Context: an optimization exercise on an open-source flow, tuned for small area and a short achievable clock period. The choices shown serve that exercise and are no tape-out recipe. Only the layout flow was run in this run; the RTL was not checked for function there. Power is estimated from default activity; no workload was simulated.

==> flow/design.v <==
module datapathB_behavioral
  #(parameter WLx = 8, parameter WLc = 8)
  ( input signed [WLx-1:0] x,
    input signed [WLc-1:0] a, b, c,
    input CLK,
    output signed [(WLx+WLc+WLc)+1:0] outR
  );
  reg [7:0] x1, c1, c2; reg [8:0] w1;
  reg [11:0] ex2;
  reg [15:0] yA1, yB1, y2;
  reg [6:0] zlo3; reg [15:0] zA3, zB3; reg cyk3, clo3; reg [1:0] wh3; reg [22:0] z4;
  wire [11:0] ex0 = {x[7], ((x[7] & ~x[6] & ~x[5]) | (~x[7] & x[6] & x[5])), (x[6] ^ x[5]), x[5], ((x[5] & ~x[4] & ~x[3]) | (~x[5] & x[4] & x[3])), (x[4] ^ x[3]), x[3], ((x[3] & ~x[2] & ~x[1]) | (~x[3] & x[2] & x[1])), (x[2] ^ x[1]), x[1], (x[1] & ~x[0]), x[0]};
  wire [11:0] ex1 = {x1[7], ((x1[7] & ~x1[6] & ~x1[5]) | (~x1[7] & x1[6] & x1[5])), (x1[6] ^ x1[5]), x1[5], ((x1[5] & ~x1[4] & ~x1[3]) | (~x1[5] & x1[4] & x1[3])), (x1[4] ^ x1[3]), x1[3], ((x1[3] & ~x1[2] & ~x1[1]) | (~x1[3] & x1[2] & x1[1])), (x1[2] ^ x1[1]), x1[1], (x1[1] & ~x1[0]), x1[0]};
  wire n_1;
  wire n_2;
  wire n_3;
  wire n_4;
  wire n_5;
  wire n_6;
  wire n_7;
  wire n_8;
  wire n_9;
  wire n_10;
  wire n_11;
  wire n_12;
  wire n_13;
  wire n_14;
  wire n_15;
  wire n_16;
  wire n_17;
  wire n_18;
  wire n_19;
  wire n_20;
  wire n_21;
  wire n_22;
  wire n_23;
  wire n_24;
  wire n_25;
  wire n_26;
  wire n_27;
  wire n_28;
  wire n_29;
  wire n_30;
  wire n_31;
  wire n_32;
  wire n_33;
  wire n_34;
  wire n_35;
  wire n_36;
  wire n_37;
  wire n_38;
  wire n_39;
  wire n_40;
  wire n_41;
  wire n_42;
  wire n_43;
  wire n_44;
  wire n_45;
  wire n_46;
  wire n_47;
  wire n_48;
  wire n_49;
  wire n_50;
  wire n_51;
  wire n_52;
  wire n_53;
  wire n_54;
  wire n_55;
  wire n_56;
  wire n_57;
  wire n_58;
  wire n_59;
  wire n_60;
  wire n_61;
  wire n_62;
  wire n_63;
  wire n_64;
  wire n_65;
  wire n_66;
  wire n_67;
  wire n_68;
  wire n_69;
  wire n_70;
  wire n_71;
  wire n_72;
  wire n_73;
  wire n_74;
  wire n_75;
  wire n_76;
  wire n_77;
  wire n_78;
  wire n_79;
  wire n_80;
  wire n_81;
  wire n_82;
  wire n_83;
  wire n_84;
  wire n_85;
  wire n_86;
  wire n_87;
  wire n_88;
  wire n_89;
  wire n_90;
  wire n_91;
  wire n_92;
  wire n_93;
  wire n_94;
  wire n_95;
  wire n_96;
  wire n_97;
  wire n_98;
  wire n_99;
  wire n_100;
  wire n_101;
  wire n_102;
  wire n_103;
  wire n_104;
  wire n_105;
  wire n_106;
  wire n_107;
  wire n_108;
  wire n_109;
  wire n_110;
  wire n_111;
  wire n_112;
  wire n_113;
  wire n_114;
  wire n_115;
  wire n_116;
  wire n_117;
  wire n_118;
  wire n_119;
  wire n_120;
  wire n_121;
  wire n_122;
  wire n_123;
  wire n_124;
  wire n_125;
  wire n_126;
  wire n_127;
  wire n_128;
  wire n_129;
  wire n_130;
  wire n_131;
  wire n_132;
  wire n_133;
  wire n_134;
  wire n_135;
  wire n_136;
  wire n_137;
  wire n_138;
  wire n_139;
  wire n_140;
  wire n_141;
  wire n_142;
  wire n_143;
  wire n_144;
  wire n_145;
  wire n_146;
  wire n_147;
  wire n_148;
  wire n_149;
  wire n_150;
  wire n_151;
  wire n_152;
  wire n_153;
  wire n_154;
  wire n_155;
  wire n_156;
  wire n_157;
  wire n_158;
  wire n_159;
  wire n_160;
  wire n_161;
  wire n_162;
  wire n_163;
  wire n_164;
  wire n_165;
  wire n_166;
  wire n_167;
  wire n_168;
  wire n_169;
  wire n_170;
  wire n_171;
  wire n_172;
  wire n_173;
  wire n_174;
  wire n_175;
  wire n_176;
  wire n_177;
  wire n_178;
  wire n_179;
  wire n_180;
  wire n_181;
  wire n_182;
  wire n_183;
  wire n_184;
  wire n_185;
  wire n_186;
  wire n_187;
  wire n_188;
  wire n_189;
  wire n_190;
  wire n_191;
  wire n_192;
  wire n_193;
  wire n_194;
  wire n_195;
  wire n_196;
  wire n_197;
  wire n_198;
  wire n_199;
  wire n_200;
  wire n_201;
  wire n_202;
  wire n_203;
  wire n_204;
  wire n_205;
  wire n_206;
  wire n_207;
  wire n_208;
  wire n_209;
  wire n_210;
  wire n_211;
  wire n_212;
  wire n_213;
  wire n_214;
  wire n_215;
  wire n_216;
  wire n_217;
  wire n_218;
  wire n_219;
  wire n_220;
  wire n_221;
  wire n_222;
  wire n_223;
  wire n_224;
  wire n_225;
  wire n_226;
  wire n_227;
  wire n_228;
  wire n_229;
  wire n_230;
  wire n_231;
  wire n_232;
  wire n_233;
  wire n_234;
  wire n_235;
  wire n_236;
  wire n_237;
  wire n_238;
  wire n_239;
  wire n_240;
  wire n_241;
  wire n_242;
  wire n_243;
  wire n_244;
  wire n_245;
  wire n_246;
  wire n_247;
  wire n_248;
  wire n_249;
  wire n_250;
  wire n_251;
  wire n_252;
  wire n_253;
  wire n_254;
  wire n_255;
  wire n_256;
  wire n_257;
  wire n_258;
  wire n_259;
  wire n_260;
  wire n_261;
  wire n_262;
  wire n_263;
  wire n_264;
  wire n_265;
  wire n_266;
  wire n_267;
  wire n_268;
  wire n_269;
  wire n_270;
  wire n_271;
  wire n_272;
  wire n_273;
  wire n_274;
  wire n_275;
  wire n_276;
  wire n_277;
  wire n_278;
  wire n_279;
  wire n_280;
  wire n_281;
  wire n_282;
  wire n_283;
  wire n_284;
  wire n_285;
  wire n_286;
  wire n_287;
  wire n_288;
  wire n_289;
  wire n_290;
  wire n_291;
  wire n_292;
  wire n_293;
  wire n_294;
  wire n_295;
  wire n_296;
  wire n_297;
  wire n_298;
  wire n_299;
  wire n_300;
  wire n_301;
  wire n_302;
  wire n_303;
  wire n_304;
  wire n_305;
  wire n_306;
  wire n_307;
  wire n_308;
  wire n_309;
  wire n_310;
  wire n_311;
  wire n_312;
  wire n_313;
  wire n_314;
  wire n_315;
  wire n_316;
  wire n_317;
  wire n_318;
  wire n_319;
  wire n_320;
  wire n_321;
  wire n_322;
  wire n_323;
  wire n_324;
  wire n_325;
  wire n_326;
  wire n_327;
  wire n_328;
  wire n_329;
  wire n_330;
  wire n_331;
  wire n_332;
  wire n_333;
  wire n_334;
  wire n_335;
  wire n_336;
  wire n_337;
  wire n_338;
  wire n_339;
  wire n_340;
  wire n_341;
  wire n_342;
  wire n_343;
  wire n_344;
  wire n_345;
  wire n_346;
  wire n_347;
  wire n_348;
  wire n_349;
  wire n_350;
  wire n_351;
  wire n_352;
  wire n_353;
  wire n_354;
  wire n_355;
  wire n_356;
  wire n_357;
  wire n_358;
  wire n_359;
  wire n_360;
  wire n_361;
  wire n_362;
  wire n_363;
  wire n_364;
  wire n_365;
  wire n_366;
  wire n_367;
  wire n_368;
  wire n_369;
  wire n_370;
  wire n_371;
  wire n_372;
  wire n_373;
  wire n_374;
  wire n_375;
  wire n_376;
  wire n_377;
  wire n_378;
  wire n_379;
  wire n_380;
  wire n_381;
  wire n_382;
  wire n_383;
  wire n_384;
  wire n_385;
  wire n_386;
  wire n_387;
  wire n_388;
  wire n_389;
  wire n_390;
  wire n_391;
  wire n_392;
  wire n_393;
  wire n_394;
  wire n_395;
  wire n_396;
  wire n_397;
  wire n_398;
  wire n_399;
  wire n_400;
  wire n_401;
  wire n_402;
  wire n_403;
  wire n_404;
  wire n_405;
  wire n_406;
  wire n_407;
  wire n_408;
  wire n_409;
  wire n_410;
  wire n_411;
  wire n_412;
  wire n_413;
  wire n_414;
  wire n_415;
  wire n_416;
  wire n_417;
  wire n_418;
  wire n_419;
  wire n_420;
  wire n_421;
  wire n_422;
  wire n_423;
  wire n_424;
  wire n_425;
  wire n_426;
  wire n_427;
  wire n_428;
  assign n_1 = ((a[0] & ex0[0]) ^ ex0[2]);
  assign n_2 = (((a[1] & ex0[0]) | (a[0] & ex0[1])) ^ ex0[2]);
  assign n_3 = (((a[2] & ex0[0]) | (a[1] & ex0[1])) ^ ex0[2]);
  assign n_4 = (((a[3] & ex0[0]) | (a[2] & ex0[1])) ^ ex0[2]);
  assign n_5 = (((a[4] & ex0[0]) | (a[3] & ex0[1])) ^ ex0[2]);
  assign n_6 = (((a[5] & ex0[0]) | (a[4] & ex0[1])) ^ ex0[2]);
  assign n_7 = (((a[6] & ex0[0]) | (a[5] & ex0[1])) ^ ex0[2]);
  assign n_8 = (((a[7] & ex0[0]) | (a[6] & ex0[1])) ^ ex0[2]);
  assign n_9 = ~((((a[7] & ex0[0]) | (a[7] & ex0[1])) ^ ex0[2]));
  assign n_10 = ((a[0] & ex0[3]) ^ ex0[5]);
  assign n_11 = (((a[1] & ex0[3]) | (a[0] & ex0[4])) ^ ex0[5]);
  assign n_12 = (((a[2] & ex0[3]) | (a[1] & ex0[4])) ^ ex0[5]);
  assign n_13 = (((a[3] & ex0[3]) | (a[2] & ex0[4])) ^ ex0[5]);
  assign n_14 = (((a[4] & ex0[3]) | (a[3] & ex0[4])) ^ ex0[5]);
  assign n_15 = (((a[5] & ex0[3]) | (a[4] & ex0[4])) ^ ex0[5]);
  assign n_16 = (((a[6] & ex0[3]) | (a[5] & ex0[4])) ^ ex0[5]);
  assign n_17 = (((a[7] & ex0[3]) | (a[6] & ex0[4])) ^ ex0[5]);
  assign n_18 = ~((((a[7] & ex0[3]) | (a[7] & ex0[4])) ^ ex0[5]));
  assign n_19 = ((a[0] & ex0[6]) ^ ex0[8]);
  assign n_20 = (((a[1] & ex0[6]) | (a[0] & ex0[7])) ^ ex0[8]);
  assign n_21 = (((a[2] & ex0[6]) | (a[1] & ex0[7])) ^ ex0[8]);
  assign n_22 = (((a[3] & ex0[6]) | (a[2] & ex0[7])) ^ ex0[8]);
  assign n_23 = (((a[4] & ex0[6]) | (a[3] & ex0[7])) ^ ex0[8]);
  assign n_24 = (((a[5] & ex0[6]) | (a[4] & ex0[7])) ^ ex0[8]);
  assign n_25 = (((a[6] & ex0[6]) | (a[5] & ex0[7])) ^ ex0[8]);
  assign n_26 = (((a[7] & ex0[6]) | (a[6] & ex0[7])) ^ ex0[8]);
  assign n_27 = ~((((a[7] & ex0[6]) | (a[7] & ex0[7])) ^ ex0[8]));
  assign n_28 = ((a[0] & ex0[9]) ^ ex0[11]);
  assign n_29 = (((a[1] & ex0[9]) | (a[0] & ex0[10])) ^ ex0[11]);
  assign n_30 = (((a[2] & ex0[9]) | (a[1] & ex0[10])) ^ ex0[11]);
  assign n_31 = (((a[3] & ex0[9]) | (a[2] & ex0[10])) ^ ex0[11]);
  assign n_32 = (((a[4] & ex0[9]) | (a[3] & ex0[10])) ^ ex0[11]);
  assign n_33 = (((a[5] & ex0[9]) | (a[4] & ex0[10])) ^ ex0[11]);
  assign n_34 = (((a[6] & ex0[9]) | (a[5] & ex0[10])) ^ ex0[11]);
  assign n_35 = (((a[7] & ex0[9]) | (a[6] & ex0[10])) ^ ex0[11]);
  assign n_36 = ~((((a[7] & ex0[9]) | (a[7] & ex0[10])) ^ ex0[11]));
  assign n_37 = n_7 ^ n_14;
  assign n_38 = n_7 & n_14;
  assign n_39 = n_8 ^ n_15 ^ n_22;
  assign n_40 = (n_8 & n_15) | (n_8 & n_22) | (n_15 & n_22);
  assign n_41 = n_9 ^ n_16 ^ n_23;
  assign n_42 = (n_9 & n_16) | (n_9 & n_23) | (n_16 & n_23);
  assign n_43 = n_17 ^ n_24;
  assign n_44 = n_17 & n_24;
  assign n_45 = n_18 ^ n_25;
  assign n_46 = n_18 & n_25;
  assign n_47 = n_5 ^ n_12;
  assign n_48 = n_5 & n_12;
  assign n_49 = n_6 ^ n_13 ^ n_20;
  assign n_50 = (n_6 & n_13) | (n_6 & n_20) | (n_13 & n_20);
  assign n_51 = n_21 ^ n_28 ^ n_37;
  assign n_52 = (n_21 & n_28) | (n_21 & n_37) | (n_28 & n_37);
  assign n_53 = n_29 ^ n_39 ^ n_38;
  assign n_54 = (n_29 & n_39) | (n_29 & n_38) | (n_39 & n_38);
  assign n_55 = n_30 ^ n_41 ^ n_40;
  assign n_56 = (n_30 & n_41) | (n_30 & n_40) | (n_41 & n_40);
  assign n_57 = n_31 ^ n_43 ^ n_42;
  assign n_58 = (n_31 & n_43) | (n_31 & n_42) | (n_43 & n_42);
  assign n_59 = n_32 ^ n_45 ^ n_44;
  assign n_60 = (n_32 & n_45) | (n_32 & n_44) | (n_45 & n_44);
  assign n_61 = n_26 ^ n_33 ^ n_46;
  assign n_62 = (n_26 & n_33) | (n_26 & n_46) | (n_33 & n_46);
  assign n_63 = n_27 ^ n_34;
  assign n_64 = n_27 & n_34;
  assign n_65 = ((y2[0] & ex2[0]) ^ ex2[2]);
  assign n_66 = (((y2[1] & ex2[0]) | (y2[0] & ex2[1])) ^ ex2[2]);
  assign n_67 = (((y2[2] & ex2[0]) | (y2[1] & ex2[1])) ^ ex2[2]);
  assign n_68 = (((y2[3] & ex2[0]) | (y2[2] & ex2[1])) ^ ex2[2]);
  assign n_69 = (((y2[4] & ex2[0]) | (y2[3] & ex2[1])) ^ ex2[2]);
  assign n_70 = (((y2[5] & ex2[0]) | (y2[4] & ex2[1])) ^ ex2[2]);
  assign n_71 = (((y2[6] & ex2[0]) | (y2[5] & ex2[1])) ^ ex2[2]);
  assign n_72 = (((y2[7] & ex2[0]) | (y2[6] & ex2[1])) ^ ex2[2]);
  assign n_73 = (((y2[8] & ex2[0]) | (y2[7] & ex2[1])) ^ ex2[2]);
  assign n_74 = (((y2[9] & ex2[0]) | (y2[8] & ex2[1])) ^ ex2[2]);
  assign n_75 = (((y2[10] & ex2[0]) | (y2[9] & ex2[1])) ^ ex2[2]);
  assign n_76 = (((y2[11] & ex2[0]) | (y2[10] & ex2[1])) ^ ex2[2]);
  assign n_77 = (((y2[12] & ex2[0]) | (y2[11] & ex2[1])) ^ ex2[2]);
  assign n_78 = (((y2[13] & ex2[0]) | (y2[12] & ex2[1])) ^ ex2[2]);
  assign n_79 = (((y2[14] & ex2[0]) | (y2[13] & ex2[1])) ^ ex2[2]);
  assign n_80 = (((y2[15] & ex2[0]) | (y2[14] & ex2[1])) ^ ex2[2]);
  assign n_81 = ~((((y2[15] & ex2[0]) | (y2[15] & ex2[1])) ^ ex2[2]));
  assign n_82 = ((y2[0] & ex2[3]) ^ ex2[5]);
  assign n_83 = (((y2[1] & ex2[3]) | (y2[0] & ex2[4])) ^ ex2[5]);
  assign n_84 = (((y2[2] & ex2[3]) | (y2[1] & ex2[4])) ^ ex2[5]);
  assign n_85 = (((y2[3] & ex2[3]) | (y2[2] & ex2[4])) ^ ex2[5]);
  assign n_86 = (((y2[4] & ex2[3]) | (y2[3] & ex2[4])) ^ ex2[5]);
  assign n_87 = (((y2[5] & ex2[3]) | (y2[4] & ex2[4])) ^ ex2[5]);
  assign n_88 = (((y2[6] & ex2[3]) | (y2[5] & ex2[4])) ^ ex2[5]);
  assign n_89 = (((y2[7] & ex2[3]) | (y2[6] & ex2[4])) ^ ex2[5]);
  assign n_90 = (((y2[8] & ex2[3]) | (y2[7] & ex2[4])) ^ ex2[5]);
  assign n_91 = (((y2[9] & ex2[3]) | (y2[8] & ex2[4])) ^ ex2[5]);
  assign n_92 = (((y2[10] & ex2[3]) | (y2[9] & ex2[4])) ^ ex2[5]);
  assign n_93 = (((y2[11] & ex2[3]) | (y2[10] & ex2[4])) ^ ex2[5]);
  assign n_94 = (((y2[12] & ex2[3]) | (y2[11] & ex2[4])) ^ ex2[5]);
  assign n_95 = (((y2[13] & ex2[3]) | (y2[12] & ex2[4])) ^ ex2[5]);
  assign n_96 = (((y2[14] & ex2[3]) | (y2[13] & ex2[4])) ^ ex2[5]);
  assign n_97 = (((y2[15] & ex2[3]) | (y2[14] & ex2[4])) ^ ex2[5]);
  assign n_98 = ~((((y2[15] & ex2[3]) | (y2[15] & ex2[4])) ^ ex2[5]));
  assign n_99 = ((y2[0] & ex2[6]) ^ ex2[8]);
  assign n_100 = (((y2[1] & ex2[6]) | (y2[0] & ex2[7])) ^ ex2[8]);
  assign n_101 = (((y2[2] & ex2[6]) | (y2[1] & ex2[7])) ^ ex2[8]);
  assign n_102 = (((y2[3] & ex2[6]) | (y2[2] & ex2[7])) ^ ex2[8]);
  assign n_103 = (((y2[4] & ex2[6]) | (y2[3] & ex2[7])) ^ ex2[8]);
  assign n_104 = (((y2[5] & ex2[6]) | (y2[4] & ex2[7])) ^ ex2[8]);
  assign n_105 = (((y2[6] & ex2[6]) | (y2[5] & ex2[7])) ^ ex2[8]);
  assign n_106 = (((y2[7] & ex2[6]) | (y2[6] & ex2[7])) ^ ex2[8]);
  assign n_107 = (((y2[8] & ex2[6]) | (y2[7] & ex2[7])) ^ ex2[8]);
  assign n_108 = (((y2[9] & ex2[6]) | (y2[8] & ex2[7])) ^ ex2[8]);
  assign n_109 = (((y2[10] & ex2[6]) | (y2[9] & ex2[7])) ^ ex2[8]);
  assign n_110 = (((y2[11] & ex2[6]) | (y2[10] & ex2[7])) ^ ex2[8]);
  assign n_111 = (((y2[12] & ex2[6]) | (y2[11] & ex2[7])) ^ ex2[8]);
  assign n_112 = (((y2[13] & ex2[6]) | (y2[12] & ex2[7])) ^ ex2[8]);
  assign n_113 = (((y2[14] & ex2[6]) | (y2[13] & ex2[7])) ^ ex2[8]);
  assign n_114 = (((y2[15] & ex2[6]) | (y2[14] & ex2[7])) ^ ex2[8]);
  assign n_115 = ~((((y2[15] & ex2[6]) | (y2[15] & ex2[7])) ^ ex2[8]));
  assign n_116 = ((y2[0] & ex2[9]) ^ ex2[11]);
  assign n_117 = (((y2[1] & ex2[9]) | (y2[0] & ex2[10])) ^ ex2[11]);
  assign n_118 = (((y2[2] & ex2[9]) | (y2[1] & ex2[10])) ^ ex2[11]);
  assign n_119 = (((y2[3] & ex2[9]) | (y2[2] & ex2[10])) ^ ex2[11]);
  assign n_120 = (((y2[4] & ex2[9]) | (y2[3] & ex2[10])) ^ ex2[11]);
  assign n_121 = (((y2[5] & ex2[9]) | (y2[4] & ex2[10])) ^ ex2[11]);
  assign n_122 = (((y2[6] & ex2[9]) | (y2[5] & ex2[10])) ^ ex2[11]);
  assign n_123 = (((y2[7] & ex2[9]) | (y2[6] & ex2[10])) ^ ex2[11]);
  assign n_124 = (((y2[8] & ex2[9]) | (y2[7] & ex2[10])) ^ ex2[11]);
  assign n_125 = (((y2[9] & ex2[9]) | (y2[8] & ex2[10])) ^ ex2[11]);
  assign n_126 = (((y2[10] & ex2[9]) | (y2[9] & ex2[10])) ^ ex2[11]);
  assign n_127 = (((y2[11] & ex2[9]) | (y2[10] & ex2[10])) ^ ex2[11]);
  assign n_128 = (((y2[12] & ex2[9]) | (y2[11] & ex2[10])) ^ ex2[11]);
  assign n_129 = (((y2[13] & ex2[9]) | (y2[12] & ex2[10])) ^ ex2[11]);
  assign n_130 = (((y2[14] & ex2[9]) | (y2[13] & ex2[10])) ^ ex2[11]);
  assign n_131 = (((y2[15] & ex2[9]) | (y2[14] & ex2[10])) ^ ex2[11]);
  assign n_132 = ~((((y2[15] & ex2[9]) | (y2[15] & ex2[10])) ^ ex2[11]));
  assign n_133 = n_71 ^ n_86;
  assign n_134 = n_71 & n_86;
  assign n_135 = n_72 ^ n_87 ^ n_102;
  assign n_136 = (n_72 & n_87) | (n_72 & n_102) | (n_87 & n_102);
  assign n_137 = n_73 ^ n_88 ^ n_103;
  assign n_138 = (n_73 & n_88) | (n_73 & n_103) | (n_88 & n_103);
  assign n_139 = n_74 ^ n_89 ^ n_104;
  assign n_140 = (n_74 & n_89) | (n_74 & n_104) | (n_89 & n_104);
  assign n_141 = n_75 ^ n_90 ^ n_105;
  assign n_142 = (n_75 & n_90) | (n_75 & n_105) | (n_90 & n_105);
  assign n_143 = n_76 ^ n_91 ^ n_106;
  assign n_144 = (n_76 & n_91) | (n_76 & n_106) | (n_91 & n_106);
  assign n_145 = n_77 ^ n_92 ^ n_107;
  assign n_146 = (n_77 & n_92) | (n_77 & n_107) | (n_92 & n_107);
  assign n_147 = n_78 ^ n_93 ^ n_108;
  assign n_148 = (n_78 & n_93) | (n_78 & n_108) | (n_93 & n_108);
  assign n_149 = n_79 ^ n_94 ^ n_109;
  assign n_150 = (n_79 & n_94) | (n_79 & n_109) | (n_94 & n_109);
  assign n_151 = n_80 ^ n_95 ^ n_110;
  assign n_152 = (n_80 & n_95) | (n_80 & n_110) | (n_95 & n_110);
  assign n_153 = n_81 ^ n_96 ^ n_111;
  assign n_154 = (n_81 & n_96) | (n_81 & n_111) | (n_96 & n_111);
  assign n_155 = n_97 ^ n_112;
  assign n_156 = n_97 & n_112;
  assign n_157 = n_98 ^ n_113;
  assign n_158 = n_98 & n_113;
  assign n_159 = n_69 ^ n_84;
  assign n_160 = n_69 & n_84;
  assign n_161 = n_70 ^ n_85 ^ n_100;
  assign n_162 = (n_70 & n_85) | (n_70 & n_100) | (n_85 & n_100);
  assign n_163 = n_101 ^ n_116 ^ n_133;
  assign n_164 = (n_101 & n_116) | (n_101 & n_133) | (n_116 & n_133);
  assign n_165 = n_117 ^ n_135 ^ n_134;
  assign n_166 = (n_117 & n_135) | (n_117 & n_134) | (n_135 & n_134);
  assign n_167 = n_118 ^ n_137 ^ n_136;
  assign n_168 = (n_118 & n_137) | (n_118 & n_136) | (n_137 & n_136);
  assign n_169 = n_119 ^ n_139 ^ n_138;
  assign n_170 = (n_119 & n_139) | (n_119 & n_138) | (n_139 & n_138);
  assign n_171 = n_120 ^ n_141 ^ n_140;
  assign n_172 = (n_120 & n_141) | (n_120 & n_140) | (n_141 & n_140);
  assign n_173 = n_121 ^ n_143 ^ n_142;
  assign n_174 = (n_121 & n_143) | (n_121 & n_142) | (n_143 & n_142);
  assign n_175 = n_122 ^ n_145 ^ n_144;
  assign n_176 = (n_122 & n_145) | (n_122 & n_144) | (n_145 & n_144);
  assign n_177 = n_123 ^ n_147 ^ n_146;
  assign n_178 = (n_123 & n_147) | (n_123 & n_146) | (n_147 & n_146);
  assign n_179 = n_124 ^ n_149 ^ n_148;
  assign n_180 = (n_124 & n_149) | (n_124 & n_148) | (n_149 & n_148);
  assign n_181 = n_125 ^ n_151 ^ n_150;
  assign n_182 = (n_125 & n_151) | (n_125 & n_150) | (n_151 & n_150);
  assign n_183 = n_126 ^ n_153 ^ n_152;
  assign n_184 = (n_126 & n_153) | (n_126 & n_152) | (n_153 & n_152);
  assign n_185 = n_127 ^ n_155 ^ n_154;
  assign n_186 = (n_127 & n_155) | (n_127 & n_154) | (n_155 & n_154);
  assign n_187 = n_128 ^ n_157 ^ n_156;
  assign n_188 = (n_128 & n_157) | (n_128 & n_156) | (n_157 & n_156);
  assign n_189 = n_114 ^ n_129 ^ n_158;
  assign n_190 = (n_114 & n_129) | (n_114 & n_158) | (n_129 & n_158);
  assign n_191 = n_115 ^ n_130;
  assign n_192 = n_115 & n_130;
  assign n_193 = s1s[0] ^ 1'b0;
  assign n_194 = s1s[1] ^ s1c[0];
  assign n_195 = s1s[2] ^ s1c[1];
  assign n_196 = s1s[3] ^ s1c[2];
  assign n_197 = s1s[4] ^ s1c[3];
  assign n_198 = s1s[5] ^ s1c[4];
  assign n_199 = s1s[6] ^ s1c[5];
  assign n_200 = s1s[7] ^ s1c[6];
  assign n_201 = s1s[8] ^ s1c[7];
  assign n_202 = s1s[9] ^ s1c[8];
  assign n_203 = s1s[10] ^ s1c[9];
  assign n_204 = s1s[11] ^ s1c[10];
  assign n_205 = s1s[12] ^ s1c[11];
  assign n_206 = s1s[13] ^ s1c[12];
  assign n_207 = s1s[14] ^ s1c[13];
  assign n_208 = s1s[15] ^ s1c[14];
  assign n_209 = s1s[0] & 1'b0;
  assign n_210 = s1s[1] & s1c[0];
  assign n_211 = s1s[2] & s1c[1];
  assign n_212 = s1s[3] & s1c[2];
  assign n_213 = s1s[4] & s1c[3];
  assign n_214 = s1s[5] & s1c[4];
  assign n_215 = s1s[6] & s1c[5];
  assign n_216 = s1s[7] & s1c[6];
  assign n_217 = s1s[8] & s1c[7];
  assign n_218 = s1s[9] & s1c[8];
  assign n_219 = s1s[10] & s1c[9];
  assign n_220 = s1s[11] & s1c[10];
  assign n_221 = s1s[12] & s1c[11];
  assign n_222 = s1s[13] & s1c[12];
  assign n_223 = s1s[14] & s1c[13];
  assign n_224 = s1s[15] & s1c[14];
  assign n_225 = n_210 | (n_194 & n_209);
  assign n_226 = n_194 & n_193;
  assign n_227 = n_212 | (n_196 & n_211);
  assign n_228 = n_196 & n_195;
  assign n_229 = n_214 | (n_198 & n_213);
  assign n_230 = n_198 & n_197;
  assign n_231 = n_216 | (n_200 & n_215);
  assign n_232 = n_200 & n_199;
  assign n_233 = n_218 | (n_202 & n_217);
  assign n_234 = n_202 & n_201;
  assign n_235 = n_220 | (n_204 & n_219);
  assign n_236 = n_204 & n_203;
  assign n_237 = n_222 | (n_206 & n_221);
  assign n_238 = n_206 & n_205;
  assign n_239 = n_224 | (n_208 & n_223);
  assign n_240 = n_208 & n_207;
  assign n_241 = n_227 | (n_228 & n_225);
  assign n_242 = n_228 & n_226;
  assign n_243 = n_231 | (n_232 & n_229);
  assign n_244 = n_232 & n_230;
  assign n_245 = n_235 | (n_236 & n_233);
  assign n_246 = n_236 & n_234;
  assign n_247 = n_239 | (n_240 & n_237);
  assign n_248 = n_240 & n_238;
  assign n_249 = n_243 | (n_244 & n_241);
  assign n_250 = n_244 & n_242;
  assign n_251 = n_247 | (n_248 & n_245);
  assign n_252 = n_248 & n_246;
  assign n_253 = n_251 | (n_252 & n_249);
  assign n_254 = n_252 & n_250;
  assign n_255 = n_245 | (n_246 & n_249);
  assign n_256 = n_246 & n_250;
  assign n_257 = n_229 | (n_230 & n_241);
  assign n_258 = n_230 & n_242;
  assign n_259 = n_233 | (n_234 & n_249);
  assign n_260 = n_234 & n_250;
  assign n_261 = n_237 | (n_238 & n_255);
  assign n_262 = n_238 & n_256;
  assign n_263 = n_211 | (n_195 & n_225);
  assign n_264 = n_195 & n_226;
  assign n_265 = n_213 | (n_197 & n_241);
  assign n_266 = n_197 & n_242;
  assign n_267 = n_215 | (n_199 & n_257);
  assign n_268 = n_199 & n_258;
  assign n_269 = n_217 | (n_201 & n_249);
  assign n_270 = n_201 & n_250;
  assign n_271 = n_219 | (n_203 & n_259);
  assign n_272 = n_203 & n_260;
  assign n_273 = n_221 | (n_205 & n_255);
  assign n_274 = n_205 & n_256;
  assign n_275 = n_223 | (n_207 & n_261);
  assign n_276 = n_207 & n_262;
  assign n_277 = n_194 ^ n_209;
  assign n_278 = n_195 ^ n_225;
  assign n_279 = n_196 ^ n_263;
  assign n_280 = n_197 ^ n_241;
  assign n_281 = n_198 ^ n_265;
  assign n_282 = n_199 ^ n_257;
  assign n_283 = n_200 ^ n_267;
  assign n_284 = n_201 ^ n_249;
  assign n_285 = n_202 ^ n_269;
  assign n_286 = n_203 ^ n_259;
  assign n_287 = n_204 ^ n_271;
  assign n_288 = n_205 ^ n_255;
  assign n_289 = n_206 ^ n_273;
  assign n_290 = n_207 ^ n_261;
  assign n_291 = n_208 ^ n_275;
  assign n_292 = ls[0] ^ 1'b0;
  assign n_293 = ls[1] ^ lc[0];
  assign n_294 = ls[2] ^ lc[1];
  assign n_295 = ls[3] ^ lc[2];
  assign n_296 = ls[4] ^ lc[3];
  assign n_297 = ls[5] ^ lc[4];
  assign n_298 = ls[6] ^ lc[5];
  assign n_299 = ls[0] & 1'b0;
  assign n_300 = ls[1] & lc[0];
  assign n_301 = ls[2] & lc[1];
  assign n_302 = ls[3] & lc[2];
  assign n_303 = ls[4] & lc[3];
  assign n_304 = ls[5] & lc[4];
  assign n_305 = ls[6] & lc[5];
  assign n_306 = n_300 | (n_293 & n_299);
  assign n_307 = n_293 & n_292;
  assign n_308 = n_302 | (n_295 & n_301);
  assign n_309 = n_295 & n_294;
  assign n_310 = n_304 | (n_297 & n_303);
  assign n_311 = n_297 & n_296;
  assign n_312 = n_308 | (n_309 & n_306);
  assign n_313 = n_309 & n_307;
  assign n_314 = n_310 | (n_311 & n_312);
  assign n_315 = n_311 & n_313;
  assign n_316 = n_301 | (n_294 & n_306);
  assign n_317 = n_294 & n_307;
  assign n_318 = n_303 | (n_296 & n_312);
  assign n_319 = n_296 & n_313;
  assign n_320 = n_305 | (n_298 & n_314);
  assign n_321 = n_298 & n_315;
  assign n_322 = n_293 ^ n_299;
  assign n_323 = n_294 ^ n_306;
  assign n_324 = n_295 ^ n_316;
  assign n_325 = n_296 ^ n_312;
  assign n_326 = n_297 ^ n_318;
  assign n_327 = n_298 ^ n_314;
  assign n_328 = hs[0] ^ cyk3;
  assign n_329 = hs[1] ^ hc[0];
  assign n_330 = hs[2] ^ hc[1];
  assign n_331 = hs[3] ^ hc[2];
  assign n_332 = hs[4] ^ hc[3];
  assign n_333 = hs[5] ^ hc[4];
  assign n_334 = hs[6] ^ hc[5];
  assign n_335 = hs[7] ^ hc[6];
  assign n_336 = hs[8] ^ hc[7];
  assign n_337 = hs[9] ^ hc[8];
  assign n_338 = hs[10] ^ hc[9];
  assign n_339 = hs[11] ^ hc[10];
  assign n_340 = hs[12] ^ hc[11];
  assign n_341 = hs[13] ^ hc[12];
  assign n_342 = hs[14] ^ hc[13];
  assign n_343 = hs[15] ^ hc[14];
  assign n_344 = hs[0] & cyk3;
  assign n_345 = hs[1] & hc[0];
  assign n_346 = hs[2] & hc[1];
  assign n_347 = hs[3] & hc[2];
  assign n_348 = hs[4] & hc[3];
  assign n_349 = hs[5] & hc[4];
  assign n_350 = hs[6] & hc[5];
  assign n_351 = hs[7] & hc[6];
  assign n_352 = hs[8] & hc[7];
  assign n_353 = hs[9] & hc[8];
  assign n_354 = hs[10] & hc[9];
  assign n_355 = hs[11] & hc[10];
  assign n_356 = hs[12] & hc[11];
  assign n_357 = hs[13] & hc[12];
  assign n_358 = hs[14] & hc[13];
  assign n_359 = hs[15] & hc[14];
  assign n_360 = n_344 | (n_328 & clo3);
  assign n_361 = n_345 | (n_329 & n_360);
  assign n_362 = n_329 & n_328;
  assign n_363 = n_347 | (n_331 & n_346);
  assign n_364 = n_331 & n_330;
  assign n_365 = n_349 | (n_333 & n_348);
  assign n_366 = n_333 & n_332;
  assign n_367 = n_351 | (n_335 & n_350);
  assign n_368 = n_335 & n_334;
  assign n_369 = n_353 | (n_337 & n_352);
  assign n_370 = n_337 & n_336;
  assign n_371 = n_355 | (n_339 & n_354);
  assign n_372 = n_339 & n_338;
  assign n_373 = n_357 | (n_341 & n_356);
  assign n_374 = n_341 & n_340;
  assign n_375 = n_359 | (n_343 & n_358);
  assign n_376 = n_343 & n_342;
  assign n_377 = n_363 | (n_364 & n_361);
  assign n_378 = n_364 & n_362;
  assign n_379 = n_367 | (n_368 & n_365);
  assign n_380 = n_368 & n_366;
  assign n_381 = n_371 | (n_372 & n_369);
  assign n_382 = n_372 & n_370;
  assign n_383 = n_375 | (n_376 & n_373);
  assign n_384 = n_376 & n_374;
  assign n_385 = n_379 | (n_380 & n_377);
  assign n_386 = n_380 & n_378;
  assign n_387 = n_383 | (n_384 & n_381);
  assign n_388 = n_384 & n_382;
  assign n_389 = n_387 | (n_388 & n_385);
  assign n_390 = n_388 & n_386;
  assign n_391 = n_381 | (n_382 & n_385);
  assign n_392 = n_382 & n_386;
  assign n_393 = n_365 | (n_366 & n_377);
  assign n_394 = n_366 & n_378;
  assign n_395 = n_369 | (n_370 & n_385);
  assign n_396 = n_370 & n_386;
  assign n_397 = n_373 | (n_374 & n_391);
  assign n_398 = n_374 & n_392;
  assign n_399 = n_346 | (n_330 & n_361);
  assign n_400 = n_330 & n_362;
  assign n_401 = n_348 | (n_332 & n_377);
  assign n_402 = n_332 & n_378;
  assign n_403 = n_350 | (n_334 & n_393);
  assign n_404 = n_334 & n_394;
  assign n_405 = n_352 | (n_336 & n_385);
  assign n_406 = n_336 & n_386;
  assign n_407 = n_354 | (n_338 & n_395);
  assign n_408 = n_338 & n_396;
  assign n_409 = n_356 | (n_340 & n_391);
  assign n_410 = n_340 & n_392;
  assign n_411 = n_358 | (n_342 & n_397);
  assign n_412 = n_342 & n_398;
  assign n_413 = n_328 ^ clo3;
  assign n_414 = n_329 ^ n_360;
  assign n_415 = n_330 ^ n_361;
  assign n_416 = n_331 ^ n_399;
  assign n_417 = n_332 ^ n_377;
  assign n_418 = n_333 ^ n_401;
  assign n_419 = n_334 ^ n_393;
  assign n_420 = n_335 ^ n_403;
  assign n_421 = n_336 ^ n_385;
  assign n_422 = n_337 ^ n_405;
  assign n_423 = n_338 ^ n_395;
  assign n_424 = n_339 ^ n_407;
  assign n_425 = n_340 ^ n_391;
  assign n_426 = n_341 ^ n_409;
  assign n_427 = n_342 ^ n_397;
  assign n_428 = n_343 ^ n_411;
  wire [15:0] yA = {1'b0, n_36, n_35, n_63, n_61, n_59, n_57, n_55, n_53, n_51, n_49, n_19, n_4, n_3, n_2, n_1};
  wire [15:0] yB = {1'b0, 1'b0, n_64, n_62, n_60, n_58, n_56, n_54, n_52, n_50, n_48, n_47, n_11, n_10, 1'b0, 1'b0};
  wire [22:0] zA = {n_132, n_131, n_191, n_189, n_187, n_185, n_183, n_181, n_179, n_177, n_175, n_173, n_171, n_169, n_167, n_165, n_163, n_161, n_99, n_68, n_67, n_66, n_65};
  wire [22:0] zB = {1'b0, n_192, n_190, n_188, n_186, n_184, n_182, n_180, n_178, n_176, n_174, n_172, n_170, n_168, n_166, n_164, n_162, n_160, n_159, n_83, n_82, 1'b0, 1'b0};
  wire [8:0] w0 = {b[7], b} + {2'b00, {ex0[11], 1'b0, ex0[8], 1'b0, ex0[5], 1'b0, ex0[2]}};
  wire [8:0] w2 = {c2[7], c2} + {2'b00, {ex2[11], 1'b0, ex2[8], 1'b0, ex2[5], 1'b0, ex2[2]}};
  wire [15:0] W1 = {{7{w1[8]}}, w1} + 16'd43776;
  wire [15:0] s1s = yA1 ^ yB1 ^ W1;
  wire [15:0] s1c = (yA1 & yB1) | (yA1 & W1) | (yB1 & W1);
  wire [6:0] Wl = w2[6:0];
  wire [6:0] ls = zA[6:0] ^ zB[6:0] ^ Wl;
  wire [6:0] lc = (zA[6:0] & zB[6:0]) | (zA[6:0] & Wl) | (zB[6:0] & Wl);
  wire [22:0] W2f = {{14{wh3[1]}}, wh3, 7'd0} + 23'd2818048;
  wire [15:0] Wh = W2f[22:7];
  wire [15:0] hs = zA3 ^ zB3 ^ Wh;
  wire [15:0] hc = (zA3 & zB3) | (zA3 & Wh) | (zB3 & Wh);
  wire [15:0] ysum = {n_291, n_290, n_289, n_288, n_287, n_286, n_285, n_284, n_283, n_282, n_281, n_280, n_279, n_278, n_277, n_193};
  wire [7:0] lo = {n_320, n_327, n_326, n_325, n_324, n_323, n_322, n_292};
  wire [16:1] hsum = {n_428, n_427, n_426, n_425, n_424, n_423, n_422, n_421, n_420, n_419, n_418, n_417, n_416, n_415, n_414, n_413};
  always @(posedge CLK) begin
    x1 <= x; w1 <= w0; c1 <= c; yA1 <= yA; yB1 <= yB;
    ex2 <= ex1; c2 <= c1; y2 <= ysum;
    zlo3 <= lo[6:0]; clo3 <= lo[7]; cyk3 <= lc[6]; wh3 <= w2[8:7]; zA3 <= zA[22:7]; zB3 <= zB[22:7];
    z4 <= {hsum[16:1], zlo3};
  end
  assign outR = {{3{z4[22]}}, z4};
endmodule
==> flow/flow/run.sh <==
#!/bin/bash
# Standard ORFS layout (standard.sh), except that every port gets a buf_2 as its port
# buffer instead of the delay buffer that buffer_ports picks by default.
set -euo pipefail
export BUFFER_PORTS_ARGS="-buffer_cell sky130_fd_sc_hd__buf_2"
bash standard.sh > standard_flow.log 2>&1
==> flow/standard.sh <==
#!/bin/bash
# synth_recipe.tcl (not shown) runs the flow's synth.tcl, then flattens the netlist and writes it again
# the make line also repeats each setting of config.mk as NAME=value (left out here)
make -C /OpenROAD-flow-scripts/flow DESIGN_CONFIG=/design/flow/config.mk WORK_HOME=/design/flow/orfs CLKGATE_MAP_FILE= SYNTH_SCRIPT=/design/flow/synth_recipe.tcl "${@:-finish}"
==> flow/config.mk <==
export PLATFORM = sky130hd
export DESIGN_NAME = datapathB_behavioral
export DESIGN_NICKNAME = datapathB_behavioral
export VERILOG_FILES = /design/flow/design.v
export SDC_FILE = /design/flow/constraint.sdc
export NUM_CORES = 4
export LEC_CHECK = 0
export CAP_MARGIN = 20
export CORE_MARGIN = 2
export CORE_UTILIZATION = 40
export CTS_BUF_LIST = sky130_fd_sc_hd__clkbuf_8
export CTS_CLUSTER_SIZE = 40
export SETUP_SLACK_MARGIN = 3.3
export SLEW_MARGIN = 20
==> flow/constraint.sdc <==
create_clock -name core_clock -period 6.0 [get_ports {CLK}]
set_input_delay 1.2000 -clock core_clock [delete_from_list [all_inputs] [get_ports {CLK}]]
set_output_delay 1.2000 -clock core_clock [all_outputs]
set_load 0.01 [all_outputs]
==> metrics.md <==
| Metric | Value |
|---|---|
| Post-route ant nets | `0` |
| Htree depth | `4` |
| Worst Path Arrival | `3.26 ns` |
| Remaining global-route overflow | `0` |
| Die W | `154 um` |
| Share of Yosys cell area claimed by the top area cell type | `0.340` |
| Post-synth ARST share | `0` |
| Root Driver | `clkbuf_8` |
| WHS Endpoint | `c2[2]` |
| Synth cell count leaders | `dfxtp_1 (153), inv_1 (109), fa_1 (75)` |
| R2R Path End | `zlo3[6]` |
| Clock power frac | `0.130` |
| Critical-path top delay cell | `fa_2` |
| DRC Markers | `0` |
| Peak supply drop | `0.186 mV` |
| WL final | `16.7 mm` |
| Max Fclk | `approximately 340 MHz` |
| Crit-path max cell delay | `0.52 ns` |
| RSZ-0062 raised after global routing | `yes` |
| Fin crit share | `0.484` |
| Mapped Nets | `1,052` |
| Power Density | `539 mW/mm^2` |
| Skew final | `0.0169 ns` |
| Slew Limit Fails | `0` |
| Cell row count | `54` |
| Combinational power share | `0.571` |
| Top FF cell, synth | `dfxtp_1` |
| NetSw | `2.30 mW` |
| Synthesized area per cell | `10.2 um^2` |
| Largest delay share family, worst path | `adder cells` |
| Largest cells by area after synthesis | `dfxtp_1 (34%), fa_1 (17%), ha_1 (8.9%)` |
| Lkg Pwr | `4.57 nW` |
| RR Startpoint | `y2[1]` |
| Post-synth top area cell | `dfxtp_1` |
| Total of max-cap violations | `0` |
| Mapped cell area | `~0.0090 mm^2` |
| Via/cell ratio | `4.86` |
| Rel. slew slack | `0.631` |
| Mapped Cells | `880` |
| Routed WL per cell | `13.7 um` |
| Initial antenna violation count | `0` |
| Via count | `5,922` |
| Register area share after synthesis | `0.340` |
| Most common cell in the netlist | `dfxtp_1` |
| Synth cell types | `48` |
| Post-synth EDFFs | `0` |
| Largest net degree at the start of global routing | `34` |
| Worst-margin pin slew | `0.552 ns` |
| Clk sink count | `approximately 150` |
| Setup crit end kind | `flop` |
| R2R Setup Slk | `3.10 ns` |
| Port Buffers | `58` |
| Synthesis warning total | `1` |
| DP HPWL | `12.2 mm` |
| Final core occ | `0.473` |
| CP Class | `reg -> reg` |
| I/O pins | `slightly below 60` |
| TritonCTS clock tree | `yes` |
| Layout Nets | `1,098` |
| Die area | `0.0237 mm^2` |
| Clk pin slew, worst setup/hold paths | `0.09 ns` |
| Fraction of layout cells with a size suffix above 1 | `0.233` |
| Synth-to-layout area growth | `15.4%` |
| Hold buffers post-CTS | `0` |
| Drt first pass iters | `4` |
| Status | `no timing/DRC/antenna violations` |
| FF+latch count, synth | `153` |
| Fin. Hold Viols | `0` |
| CP required | `between 6 and 7 ns` |
| Crit path time final | `2.90 ns` |
| CP Cell Sequence | `a22oi_2 -> xor2_1 -> fa_1 -> inv_1 -> fa_1 -> ha_4 -> nand2_1 -> nor2_1 -> a211oi_2 -> fa_2 -> inv_1` |
| Iter 0 DRT Violations | `roughly 320` |
| Register share of total power | `0.299` |
| Hold wc startpoint | `c1[2]` |
| Core area | `0.0220 mm^2` |
| GRT Util Overall | `0.147` |
| DIE HEIGHT | `154 um` |
| Placer congestion estimate | `0.850` |
| Total CTS buffers | `17` |
| Crit start category | `flop` |
| Pint | `3.29 mW` |
| Buf/Inv on CP | `2` |
| Global-route wire length before repair | `28.4 mm` |
| Latest clock arrival within the worst-skew pair | `0.46 ns` |
| Starting Density | `0.410` |
| HP Class | `reg -> reg` |
| Hold path depth | `0` |
| Vias in the first global route | `about 5,900` |
| Sum Neg Setup Slack | `0 ns` |
| Worst Path Max Fanout | `7` |
| Setup Viol. Count Final | `0` |
| Sw Ratio | `0.411` |
| Reg2reg path depth | `11` |
| Clock buffer depth | `2` |
| Diodes inserted | `0` |
==> cell families (layout without fill, tap and decap cells) <==
| logic type | Yosys count | after routing | synth area share |
|---|---|---|---|
| compound gates | 190 | 190 | 0.141 |
| buf+inv | 174 | 233 | 0.0814 |
| flops | 153 | 153 | 0.340 |
| fa+ha+maj | 147 | 147 | 0.265 |
| xor+xnor | 113 | 113 | 0.110 |
| simple gates | 90 | 90 | 0.0462 |
| mux | 13 | 13 | 0.0160 |
==> stage by stage <==
step | std cells | hold WS [ns] | instance area [um^2] | power, mW | setup slack [ns]
final | 1219 | 0.330 | 10400 | 5.59 | 3.10
after global routing | 1219 | 0.339 | 10400 | 6.28 | 2.94
after CTS | 1211 | 0.333 | 10200 | 5.43 | 3.10
after detailed placement | 1155 | 0.312 | 9390 | 4.53 | 2.25
after global placement | 1155 | 0.311 | 9390 | 4.45 | 2.31
after floorplan | 880 | 0.310 | 9130 | 3.92 | 2.96
==> final cells by class <==
type / instances / area, um^2
multi-input combinational: 553 / 5530
clock buffer: 18 / 248
inverter: 109 / 409
tap: 280 / 350
sequential: 153 / 3120
timing repair buffer: 92 / 597
clock inverter: 14 / 128
fill: 2027 / 11600
==> power by group through the flow <==
stage	Combinational (mW)	Sequential (mW)	Clock (mW)
final	3.20	1.67	0.725
after CTS	3.00	1.67	0.757
after floorplan	2.32	1.60	0
after global routing	3.77	1.72	0.796
after global placement	2.74	1.71	0
after detailed placement	2.82	1.71	0
==> what timing repair did <==
item / 4_1_cts / 5_1_grt
resized for setup: 61 / 46
pin swaps: 13 / 18
endpoints found under the setup margin: 29 / 23
buffers inserted: 24 / 8
==> registers in the layout, indices dropped and copies added (netlist names) <==
name  flops
ex2      12
yB1      12
c2        8
x1        8
clo3      1
zlo3      7
wh3       2
cyk3      1
zA3      16
zB3      15
yA1      15
y2       16
c1        8
z4       23
w1        9
==> worst max path at each step <==
stage                     slack [ns]  endpoint   start  depth (start not counted)
final                           3.10   zlo3[6]   y2[1]                         11
after global routing            2.94   zlo3[6]  ex2[0]                         11
after CTS                       3.10   zlo3[6]   y2[5]                         11
after detailed placement        2.25   zlo3[6]  ex2[5]                         11
after global placement          2.31   zlo3[6]  ex2[5]                         11
after floorplan                 2.96    yA1[8]    x[1]                          7
==> layer usage <==
metal / part of all wire / vias up / track usage
met5: 0 / - / 0
met4: 0.018 / 0 / 0.0552
met3: 0.028 / 21 / 0.0271
met2: 0.48 / 95 / 0.245
met1: 0.47 / 2815 / 0.191
li1: - / 2991 / -
==> cell usage in the layout (no fill, tap or decap), drive strengths merged, types with 12 or more instances in the layout <==
cell and instances:
xor2 59, clkbuf 19, a22oi 61, xnor2 54, o21ai 25, ha 64
buf 91, dfxtp 153, inv 119, a21oi 45, a221oi 12, fa 75
nor2 16, nand2 43

[port drivers added, routing unchanged]
No port has a modelled driver above. Below, the same layout with a new extraction and two added sets of constraints. Step 1 sets driving cells, clkbuf_16 on the clock port and buf_2 on the other inputs (assumed; they add their load-dependent delay and slew). Step 2, shift: input delay + t, output delay - t, t = (earliest + latest rising clock arrival at the registers) / 2. This alone moves slack from input paths to output paths. Three values: ideal ports, drivers, drivers and shift; two values: the first two.
t, ns: 0.487
slack for setup (ns): 3.096 / 3.096 / 2.851
worst setup path at the end: input to register
worst register clock-pin slew, ns: 0.09 / 0.09
worst data-port slew with drivers (ns): 0.05
After both steps setup and hold are still met in this run. For this run, drivers alone change the setup slack by 0.000 ns; drivers and shift together by -0.245 ns.
